From an optimization exercise on the open Yosys and OpenROAD flow, aimed at small area, a short achievable clock period and few clock cycles per item; shortcuts taken in it are not production practice. The RTL of this run was laid out without a check of its function.

## design/flow/design.v

```verilog
module div_control (
    input  logic       clk,
    input  logic       rst_n,
    input  logic       valid_in,
    input  logic       ready_in,
    input  logic       last,      
    input  logic       neg,       
    input  logic       none,      
    output logic       load,
    output logic       align,
    output logic       step,
    output logic       fix,
    output logic       ready_out,
    output logic       valid_out
);
    localparam logic [2:0] IDLE = 3'd0, ALIGN = 3'd1, ITER = 3'd2, DONE = 3'd3, FIX = 3'd4;
    logic [2:0] state, next_state;
    always_ff @(posedge clk or negedge rst_n) begin
        if (!rst_n)
            state <= IDLE;
        else
            state <= next_state;
    end
    assign ready_out = (state == IDLE) || ((state == DONE) && ready_in);
    assign load      = ready_out && valid_in;
    assign align     = (state == ALIGN);
    assign step      = (state == ITER);
    assign fix       = state[2];
    assign valid_out = (state == DONE);
    always_comb begin
        next_state = state;
        case (state)
            IDLE:    if (valid_in) next_state = none ? DONE : ALIGN;
            ALIGN:   next_state = ITER;
            ITER:    if (last) next_state = neg ? FIX : DONE;
            FIX:     next_state = DONE;
            DONE:    if (ready_in) next_state = valid_in ? (none ? DONE : ALIGN) : IDLE;
            default: next_state = IDLE;
        endcase
    end
endmodule
module div_datapath #(
    parameter int NW = 8
) (
    input  logic        clk,
    input  logic        load,
    input  logic        align,
    input  logic        step,
    input  logic        fix,
    input  logic [31:0] dividend,
    input  logic [31:0] divisor,
    output logic        last,
    output logic        neg,
    output logic        none,
    output logic [31:0] quotient,
    output logic [31:0] remainder
);
    logic [31:0]   d;       
    logic [NW+1:0] d3;      
    logic          nar;     
    logic [32:0]   rem;     
    logic [31:0]   dq;      
    logic [4:0]    cnt;     
    logic [4:0]    pbr;     
    function automatic logic [4:0] lead(input logic [31:0] x);
        logic [15:0] v1; logic [15:0]     p1;
        logic [7:0]  v2; logic [7:0][1:0] p2;
        logic [3:0]  v3; logic [3:0][2:0] p3;
        logic [1:0]  v4; logic [1:0][3:0] p4;
        for (int i = 0; i < 16; i++) begin
            v1[i] = x[2*i+1] | x[2*i];
            p1[i] = x[2*i+1];
        end
        for (int i = 0; i < 8; i++) begin
            v2[i] = v1[2*i+1] | v1[2*i];
            p2[i] = v1[2*i+1] ? {1'b1, p1[2*i+1]} : {1'b0, p1[2*i]};
        end
        for (int i = 0; i < 4; i++) begin
            v3[i] = v2[2*i+1] | v2[2*i];
            p3[i] = v2[2*i+1] ? {1'b1, p2[2*i+1]} : {1'b0, p2[2*i]};
        end
        for (int i = 0; i < 2; i++) begin
            v4[i] = v3[2*i+1] | v3[2*i];
            p4[i] = v3[2*i+1] ? {1'b1, p3[2*i+1]} : {1'b0, p3[2*i]};
        end
        lead = v4[1] ? {1'b1, p4[1]} : {1'b0, p4[0]};
    endfunction
    function automatic logic [31:0] smear(input logic [31:0] x);
        logic [31:0] t;
        t = x;
        t = t | (t >> 1);
        t = t | (t >> 2);
        t = t | (t >> 4);
        t = t | (t >> 8);
        t = t | (t >> 16);
        smear = t;
    endfunction
    function automatic logic [4:0] sub5(input logic [4:0] x, input logic [4:0] y);
        logic [4:0] g, p, c;
        g = x & ~y;                  
        p = x ^ ~y;                  
        c[0] = 1'b1;
        c[1] = g[0] | p[0];
        c[2] = g[1] | (p[1] & g[0]) | (p[1] & p[0]);
        c[3] = g[2] | (p[2] & g[1]) | (p[2] & p[1] & g[0]) | (p[2] & p[1] & p[0]);
        c[4] = g[3] | (p[3] & g[2]) | (p[3] & p[2] & g[1]) | (p[3] & p[2] & p[1] & g[0])
             | (p[3] & p[2] & p[1] & p[0]);
        sub5 = p ^ c;
    endfunction
    logic [4:0]  pa, pb, s;
    logic        bz;
    assign pa   = lead(dividend);
    assign pb   = lead(divisor);
    assign bz   = (divisor == 32'd0);
    assign none = bz | (|(divisor & ~smear(dividend)));
    assign s    = sub5(cnt, pbr);
    logic [4:0]  ss;
    assign ss = nar ? {s[4:1], 1'b1} : s;
    logic [31:0] rt [0:5];
    assign rt[0] = {rem[0], rem[31:1]};
    for (genvar i = 0; i < 5; i++) begin : g_rt
        assign rt[i+1] = ss[i] ? {rt[i][(1<<i)-1:0], rt[i][31:(1<<i)]} : rt[i];
    end
    logic [31:0] lowmask;
    assign lowmask = 32'h7FFF_FFFF >> ss;
    logic [33:0] x, sum;
    logic        sub;
    assign x    = fix ? {rem[32], rem} : {rem, dq[31]};
    assign sub  = ~rem[32];          
    assign sum  = x + ({2'b0, d} ^ {34{sub}}) + {33'd0, sub};
    assign neg  = sum[32] & ~nar;
    logic [NW+1:0] nrs;
    logic [NW+2:0] e1, e2, e3;
    logic [1:0]    nq;
    logic [NW-1:0] nrem;
    assign nrs = {rem[NW-1:0], dq[31:30]};
    assign e1  = {1'b0, nrs} - {3'b0, d[NW-1:0]};
    assign e2  = {1'b0, nrs} - {2'b0, d[NW-1:0], 1'b0};
    assign e3  = {1'b0, nrs} - {1'b0, d3};
    always_comb begin
        if (!e3[NW+2])      begin nq = 2'd3; nrem = e3[NW-1:0];  end
        else if (!e2[NW+2]) begin nq = 2'd2; nrem = e2[NW-1:0];  end
        else if (!e1[NW+2]) begin nq = 2'd1; nrem = e1[NW-1:0];  end
        else                begin nq = 2'd0; nrem = nrs[NW-1:0]; end
    end
    always_ff @(posedge clk) begin
        if (load) begin
            d   <= divisor;
            d3  <= {2'b0, divisor[NW-1:0]} + {1'b0, divisor[NW-1:0], 1'b0};
            nar <= (divisor[31:NW] == '0);
            rem <= {1'b0, dividend};
            dq  <= {32{bz}};
            cnt <= pa;
            pbr <= pb;
        end else if (align) begin
            rem <= {1'b0, rt[5] & lowmask};
            dq  <= rt[5] & ~lowmask;
            cnt <= nar ? {1'b0, ss[4:1]} : ss;
        end else if (step) begin
            if (nar) begin
                rem[NW-1:0] <= nrem;
                dq          <= {dq[29:0], nq};
            end else begin
                rem <= sum[32:0];
                dq  <= {dq[30:0], ~sum[32]};
            end
            cnt <= cnt - 5'd1;
        end else if (fix) begin
            rem <= sum[32:0];
        end
    end
    assign last      = (cnt == 5'd0);
    assign quotient  = dq;
    assign remainder = rem[31:0];
endmodule
module div_iterative (
    input  logic        clk,
    input  logic        rst_n,
    input  logic        valid_in,
    output logic        ready_out,
    input  logic [31:0] dividend,
    input  logic [31:0] divisor,
    output logic        valid_out,
    input  logic        ready_in,
    output logic [31:0] quotient,
    output logic [31:0] remainder
);
    logic load;
    logic align;
    logic step;
    logic fix;
    logic last;
    logic neg;
    logic none;
    div_control ctrl (
        .clk       (clk),
        .rst_n     (rst_n),
        .valid_in  (valid_in),
        .ready_in  (ready_in),
        .last      (last),
        .neg       (neg),
        .none      (none),
        .load      (load),
        .align     (align),
        .step      (step),
        .fix       (fix),
        .ready_out (ready_out),
        .valid_out (valid_out)
    );
    div_datapath data (
        .clk       (clk),
        .load      (load),
        .align     (align),
        .step      (step),
        .fix       (fix),
        .dividend  (dividend),
        .divisor   (divisor),
        .last      (last),
        .neg       (neg),
        .none      (none),
        .quotient  (quotient),
        .remainder (remainder)
    );
endmodule
```

## design/flow/run.sh

```bash
#!/bin/bash
# synth_recipe.tcl (not shown) runs the flow's synth.tcl, then flattens the netlist and writes it again
# the make line also repeats each setting of config.mk as NAME=value (left out here)
make -C /OpenROAD-flow-scripts/flow DESIGN_CONFIG=/design/flow/config.mk WORK_HOME=/design/flow/orfs CLKGATE_MAP_FILE= SYNTH_SCRIPT=/design/flow/synth_recipe.tcl finish
```

## design/flow/config.mk

```make
export PLATFORM = sky130hd
export DESIGN_NAME = div_iterative
export DESIGN_NICKNAME = div_iterative
export VERILOG_FILES = /design/flow/design.v
export SDC_FILE = /design/flow/constraint.sdc
export NUM_CORES = 4
export LEC_CHECK = 0
export CAP_MARGIN = 20
export CORE_MARGIN = 2
export CORE_UTILIZATION = 40
export SLEW_MARGIN = 20
```

## design/flow/constraint.sdc

```tcl
create_clock -name core_clock -period 4.0 [get_ports {clk}]
set_input_delay 0.8000 -clock core_clock [delete_from_list [all_inputs] [get_ports {clk}]]
set_output_delay 0.8000 -clock core_clock [all_outputs]
set_load 0.01 [all_outputs]
```

==> summary.md <==
| Metric | Value |
|---|---|
| Outcome | finished clean |
| Post-Route WL | 46,000 um |
| Yosys reg bits | between 100 and 150 |
| Hold_ws | 607 ps |
| Core Region | between 30,000 and 40,000 sq um |
| Vias in the first global route | about 11,000 |
| Layout area overhead | 18.2% |
| Crit path buf inv count | 1 |
| Required time worst endpoint | 4160 ps |
| Launching point of the worst reg2reg path | ctrl.state[2]$_DFFE_PN0P_ |
| RR Endpoint | data.dq[0]$_DFFE_PP_ |
| Most common cell after layout, fill and taps aside | nand2_1 |
| GPL Wtd Cong | 1.02 |
| H-tree depth | 4 |
| Die Wd | 182 um |
| CP max stage delay | around 560 ps |
| Vias post-DR | 11,800 |
| Pre-CTS setup slack | 348 ps |
| Max cap viols | 0 |
| CTS Buffer Depth | 2 |
| Register area share after synthesis | 0.283 |
| Placed insts | 1,920 |
| # rows | 65 |
| Max Freq | 271 MHz |
| Setup CP Type | register to register |
| Top Ports | ~130 |
| R2R Setup Slk | between 300 and 400 ps |
| CP cell instances | buf_12, mux2_2, ha_1, a21oi_1, o21bai_1, a21o_1, o311ai_2, o221ai_1, nand3_1, nand3b_1, nor2_1, o221ai_1 |
| Average vias per placed instance | 6.05 |
| Initial antenna violation count | 0 |
| # diodes | 0 |
| Initial core utilization | 0.403 |
| Total track usage | 0.277 |
| Slew HR | 0.495 |
| Drt drc | 0 |
| Final std cells w/o fill | 1,952 |
| Clk latency of the worst-skew pair | 430 ps |
| Fill cells | 3,041 |
| Netlist cell types | 84 |
| Mapped Area | 12,700 sq um |
| Average wire per cell in the routed design | 23.6 um |
| CP endpoint kind | register |
| Setup Skew | 9.69 ps |
| Yosys warns | 3 |
| Port-buffer cells | around 130 |
| Slew Limit Fails | 0 |
| Final setup fails | 0 |
| Initial DRC count | around 1,200 |
| Post-Syn Nets | 1,584 |
| CP Launch Type | register |
| Die area | between 30,000 and 40,000 sq um |
| Syn avg cell area | between 8 and 9 sq um |
| Worst slew pin tran | 750 ps |
| Most frequent CP cell | o221ai_1 |
| Post-Synthesis Cells | 1,435 |
| Top FF cell, synth | edfxtp_1 |
| Post-layout util | 0.477 |
| Clock-pin slew on the worst setup and hold paths | about 60 ps |
| Ys async rst share | 0.0250 |
| CP Data Arrival Time | around 3800 ps |
| CTS tree | built |
| Setup bufs post-CTS | 0 |
| Num CTS Buffers | 17 |
| Die height | 182 um |
| Clock root cell | clkbuf_16 |
| Pre-antenna DRT Iters | 6 |
| CP max stage cell | o311ai_2 |
| Final hold violations | 0 |
| Layout cells sized above 1 | 0.114 |
| Hold buffers post-CTS | 0 |
| Clock sinks | 120 |
| Number of enable flip-flop cells after synthesis | roughly 120 |
| Critical path's top delay family | compound AO/OA/AOI/OAI gates |
| Routed Antenna Nets | 0 |
| Fin nets | 1,686 |
| Final setup TNS | 0 ps |
| Grt ovf | 0 |
| Final worst-path cycle share | 0.922 |
| RSZ-0062 raised after global routing | false |
| Largest net degree at the start of global routing | 59 |
| Post-cts gate resize count | 0 |
| Path depth of the worst reg2reg path | 12 |
| First-pass GRT wire length | 69,700 um |
| Most frequent cells in the layout | 134 x nand2_1, 133 x clkdlybuf4s50_1, 126 x nor2_1 |
| Crit Path Max Fanout | 41 |
| Worst Hold Class | input port to async pin |
| Hpwl dp | 36,100 um |
| Setup WS post-layout | 314 ps |
| Fin crit period | about 3700 ps |
==> registers in the layout, indices dropped and copies added, names as in the netlist <==
register,count
data.dq,32
data.cnt,5
ctrl.state,3
data.pbr,5
data.d,31
data.rem,33
data.nar,1
data.d3,10
==> cell type report <==
cell class              count  area (sq um)  share of cell area
well taps                 402           503              0.0336
multi-input cells        1131          8170               0.546
clock buffers              19           433              0.0289
flip-flops and latches    120          3580               0.239
clock inverters            13           155              0.0104
inverters                  74           278              0.0186
repair buffers            193          1840               0.123
==> metrics by stage <==
stage	instance area, sq um
6_report	15000
3_3_place_gp	14400
5_1_grt	15000
2_1_floorplan	12700
4_1_cts	15000
3_5_place_dp	14400
==> layer usage <==
layer  track usage  share of wire  vias to the layer above
li1              -              -                     5511
met1         0.393           0.45                     5688
met2         0.424           0.44                      544
met3        0.0558          0.084                       67
met4        0.0887          0.028                        0
met5             0              0                        -
==> worst max-delay path by stage <==
stage | startpoint | end | slack, ps | cells after the start
6_report | ctrl.state[2]$_DFFE_PN0P_ | data.dq[0]$_DFFE_PP_ | 310 | 12
3_5_place_dp | divisor[29] | data.dq[31]$_DFFE_PP_ | 350 | 9
2_1_floorplan | ready_in | data.rem[13]$_DFFE_PP_ | 190 | 7
3_3_place_gp | divisor[28] | data.dq[31]$_DFFE_PP_ | 360 | 9
5_1_grt | data.pbr[0]$_DFFE_PP_ | data.dq[31]$_DFFE_PP_ | 130 | 12
4_1_cts | ctrl.state[2]$_DFFE_PN0P_ | data.dq[0]$_DFFE_PP_ | 360 | 12
==> logic make-up (layout without fill, tap and decap cells) <==
kind of cell	after synthesis	in the layout	synth area share
simple gates	409	409	0.149
flops	120	120	0.283
fa+ha+maj	81	81	0.0830
buf+inv	184	299	0.0736
compound gates	401	401	0.211
xor+xnor	83	83	0.0589
mux	157	157	0.142
==> Yosys cell counts (all sizes together), types with 3 or more instances <==
master | instances | area share
a211o | 6 | 0.0042
a211oi | 11 | 0.0065
a21boi | 4 | 0.0024
a21o | 22 | 0.013
a21oi | 117 | 0.047
a221oi | 5 | 0.0040
a22oi | 8 | 0.0047
a31o | 3 | 0.0021
a31oi | 23 | 0.011
and2 | 5 | 0.0025
and3 | 6 | 0.0030
buf | 71 | 0.040
clkbuf | 39 | 0.012
dfrtp | 3 | 0.0059
edfxtp | 116 | 0.28
fa | 5 | 0.0079
ha | 76 | 0.075
inv | 74 | 0.022
mux2 | 39 | 0.035
mux2i | 104 | 0.082
mux4 | 14 | 0.025
nand2 | 134 | 0.040
nand2b | 11 | 0.0054
nand3 | 22 | 0.0091
nand3b | 4 | 0.0024
nand4 | 7 | 0.0035
nor2 | 130 | 0.039
nor2b | 15 | 0.0074
nor3 | 32 | 0.014
nor4 | 16 | 0.0079
o2111a | 3 | 0.0027
o211ai | 14 | 0.0099
o21a | 10 | 0.0059
o21ai | 82 | 0.032
o21bai | 21 | 0.012
o221ai | 29 | 0.020
o22ai | 8 | 0.0040
o311ai | 3 | 0.0033
o31ai | 11 | 0.0065
o41ai | 3 | 0.0042
or2 | 9 | 0.0044
or3 | 7 | 0.0035
or4 | 4 | 0.0027
xnor2 | 61 | 0.042
xor2 | 22 | 0.017

-- re-timing with driven ports --
In the flow no input, the clock included, has a driving cell. The finished layout below was timed again as built, in two steps.
Step 1 (the two cells are an assumption about what drives the block):
set clk [get_ports {clk}]
set_driving_cell -lib_cell sky130_fd_sc_hd__clkbuf_16 $clk
set_driving_cell -lib_cell sky130_fd_sc_hd__buf_2 [delete_from_list [all_inputs] $clk]
Step 2 times the ports against the registers' clock, not the clock port: input delays grow and output delays shrink by t, the midpoint of the rising clock arrivals with the driver on.
Three values: no drivers, after step 1, after step 2; two values: the first two.
shift t [ns]: 0.472
slack for setup (ns): 0.314 / 0.314 / 0.302
worst slew at a driven data input, ns: 0.05
After both steps this run still meets setup and hold. The setup slack of this run moves by 0.000 ns with the drivers and by -0.012 ns with both steps.
